This design comes from an exercise in tuning for small area on the open sky130 flow, not from production work. In this exercise RTL edits were held to simulation tests only and were not proved equivalent to the original.

==> run a: inputs <==
==> flow/design.v (excerpt) <==
module top (
    input clk,
    input rst,
    input up,
    input down,
    input raw_entry,
    input raw_exit,
    input [7:0] rate,
    output [6:0] seg_car,
    output [6:0] seg_cost1,
    output [6:0] seg_cost0,
    output full,
    output empty,
    output alarm
);
clock: 50.0 ns
lec_check: 0
abc_area: 1
cap_margin: 20
core_margin: 2
core_utilization: 40
slew_margin: 20
synth_hierarchical: 1
standard.sh (not shown) runs the stock make flow with config.mk's settings and CLKGATE_MAP_FILE= SYNTH_SCRIPT=/design/flow/synth_recipe.tcl, a recipe that flattens the netlist after the stock synthesis.
==> flow/flow/run.sh <==
#!/bin/bash
# Own layout flow: the standard flow, with
#  - port buffers of the smallest buffer cell,
#  - a clock tree of mid-size clock buffers without dummy loads,
#  - every combinational cell swapped to its smallest drive strength after floorplan
#    (the flow's timing repair upsizes again wherever timing needs it),
#  - power recovery (downsizing) after global routing.
# Each tool's output goes to a log file of its own in the work folder.
set -euo pipefail
R=orfs/results/${FLOW_PLATFORM:-sky130hd}/top/base
bash standard.sh synth > synth.log 2>&1
bash standard.sh floorplan > floorplan.log 2>&1
DS_ODB=$R/2_floorplan.odb openroad -no_init -exit flow/downsize.tcl > downsize.log 2>&1
bash standard.sh finish \
  'BUFFER_PORTS_ARGS=-buffer_cell sky130_fd_sc_hd__buf_1' \
  'CTS_ARGS=-buf_list sky130_fd_sc_hd__clkbuf_8 -sink_clustering_enable -sink_clustering_size 30 -sink_clustering_max_diameter 200 -dont_use_dummy_load -repair_clock_nets' \
  RECOVER_POWER=100 > finish.log 2>&1
==> flow/flow/downsize.tcl <==
# Swap every combinational cell for the smallest-area cell of the same family
# (same logic function, lower drive strength). Timing is repaired later by the flow.
read_db $::env(DS_ODB)
set db [ord::get_db]
set block [[$db getChip] getBlock]
set dont_use {}
proc area_of {m} { return [expr {[$m getWidth] * [$m getHeight]}] }
set fam [dict create]
foreach lib [$db getLibs] {
  foreach m [$lib getMasters] {
    set n [$m getName]
    if {[lsearch -exact $dont_use $n] >= 0} continue
    if {![regexp {^(sky130_fd_sc_hd__[a-z0-9]+)_([0-9]+)$} $n -> base drv]} continue
    dict lappend fam $base $m
  }
}
set swapped 0
set saved 0
foreach inst [$block getInsts] {
  set m [$inst getMaster]
  set n [$m getName]
  if {![regexp {^(sky130_fd_sc_hd__[a-z0-9]+)_([0-9]+)$} $n -> base drv]} continue
  if {[regexp {^sky130_fd_sc_hd__(df|edf|sdf|dl|clk|tap|fill|decap|conb|dlygate|dlymetal|lpflow|probe|diode)} $n]} continue
  if {![dict exists $fam $base]} continue
  set best $m
  foreach c [dict get $fam $base] {
    if {[area_of $c] < [area_of $best]} { set best $c }
  }
  if {$best ne $m} {
    set saved [expr {$saved + [area_of $m] - [area_of $best]}]
    $inst swapMaster $best
    incr swapped
  }
}
puts "downsize: swapped $swapped cells, saved [expr {$saved / 1e6}] um2"
write_db $::env(DS_ODB)
==> inputs of run b, as changes to run a <==
--- a/flow/flow/run.sh
+++ b/flow/flow/run.sh
@@ -5,4 +5,3 @@
 #  - every combinational cell swapped to its smallest drive strength after floorplan
-#    (the flow's timing repair upsizes again wherever timing needs it),
-#  - power recovery (downsizing) after global routing.
+#    (the flow's timing repair upsizes again wherever timing needs it).
 # Each tool's output goes to a log file of its own in the work folder.
@@ -16,2 +15,2 @@
   'CTS_ARGS=-buf_list sky130_fd_sc_hd__clkbuf_8 -sink_clustering_enable -sink_clustering_size 30 -sink_clustering_max_diameter 200 -dont_use_dummy_load -repair_clock_nets' \
-  RECOVER_POWER=100 > finish.log 2>&1
+  > finish.log 2>&1
==> inputs of run c, as changes to run a <==
--- a/flow/flow/run.sh
+++ b/flow/flow/run.sh
@@ -5,4 +5,3 @@
 #  - every combinational cell swapped to its smallest drive strength after floorplan
-#    (the flow's timing repair upsizes again wherever timing needs it),
-#  - power recovery (downsizing) after global routing.
+#    (the flow's timing repair upsizes again wherever timing needs it).
 # Each tool's output goes to a log file of its own in the work folder.
@@ -16,2 +15,2 @@
   'CTS_ARGS=-buf_list sky130_fd_sc_hd__clkbuf_8 -sink_clustering_enable -sink_clustering_size 30 -sink_clustering_max_diameter 200 -dont_use_dummy_load -repair_clock_nets' \
-  RECOVER_POWER=100 > finish.log 2>&1
+  > finish.log 2>&1
--- a/flow/config.mk
+++ b/flow/config.mk
@@ -7,3 +7,2 @@
 export LEC_CHECK = 0
-export ABC_AREA = 1
 export CAP_MARGIN = 20
==> summary.md <==
| Metric | Value |
|---|---|
| Outcome | complete, no violations |
| FP Rows | just under 50 |
| Post-synthesis sequential area ratio | 0.368 |
| Final period utilization | 0.634 |
| Achievable Freq | 0.0315 GHz |
| Met1 wire length | 6.72 mm |
| Place WS | 18.22 ns |
| GR Layer Usage met1 | 0.217 |
| Sequential share of cell area | 0.350 |
| Share of Yosys cell area claimed by the top area cell type | 0.276 |
| Pleak | between 3 and 4 nW |
| Hold_sp | e1 |
| CORE AREA | 0.0181 mm2 |
| Final Critical Period | between 30 and 40 ns |
| Fin cells | between 900 and 1,000 |
| Post-DR wirelength/cell | between 10 and 15 um |
(the above is from run b)
==> summary.md <==
| Metric | Value |
|---|---|
| Outcome | complete, no violations |
| Share of Yosys cell area claimed by the top area cell type | 0.271 |
| GR Layer Usage met1 | 0.196 |
| CORE AREA | ~0.019 mm2 |
| Post-DR wirelength/cell | approximately 16 um |
| Sequential share of cell area | 0.346 |
| Unique masters post-synth | approximately 70 |
| Final Critical Period | ~33 ns |
| FP Rows | 50 |
| Achievable Freq | just over 0.03 GHz |
| Pleak | about 3.4 nW |
| Fin cells | between 900 and 1,000 |
| Layer with the highest usage | met2 |
| Final period utilization | 0.656 |
| Met1 wire length | 6.36 mm |
(the above is from run c)
==> summary.md <==
| Metric | Value |
|---|---|
| Arrival @ worst endpoint | 21.71 ns |
| Max-cap viol count | 1 |
| Sequential share of cell area | 0.351 |
| Achievable Freq | 0.0315 GHz |
| SO Viols | capacitance limit, slew limit |
| Outcome | complete, but fails checks |
| Max-slew violations | 53 |
| Pleak | around 3.6 nW |
| Final period utilization | 0.634 |
| FP Rows | 49 |
| Place WS | between 15 and 20 ns |
| Post-DR wirelength/cell | between 10 and 15 um |
| Post-synthesis sequential area ratio | 0.368 |
| Final Critical Period | ~32 ns |
| GR Layer Usage met1 | 0.217 |
| Met1 wire length | between 6 and 7 mm |
| Share of Yosys cell area claimed by the top area cell type | 0.276 |
| CORE AREA | roughly 0.018 mm2 |
(the above is from run a)

[re-timing with driven ports]
No port has a modelled driver above. Below, the same layouts with a new extraction and two added sets of constraints.
Step 1 assumes that a clkbuf_16 drives the clock port and a buf_2 every other input.
Step 2, shift: input delay + t, output delay - t, t = (earliest + latest rising clock arrival at the registers) / 2. This alone moves slack from input paths to output paths.
Three values: no drivers, after step 1, after step 2; two values: the first two.
run	shift t [ns]	setup slack, ns	worst slew at a driven data input, ns
run a	0.386	18.294 / 18.263 / 18.263	0.03
run b	0.388	18.304 / 18.273 / 18.273	0.03
run c	0.383	17.179 / 17.149 / 17.149	0.04
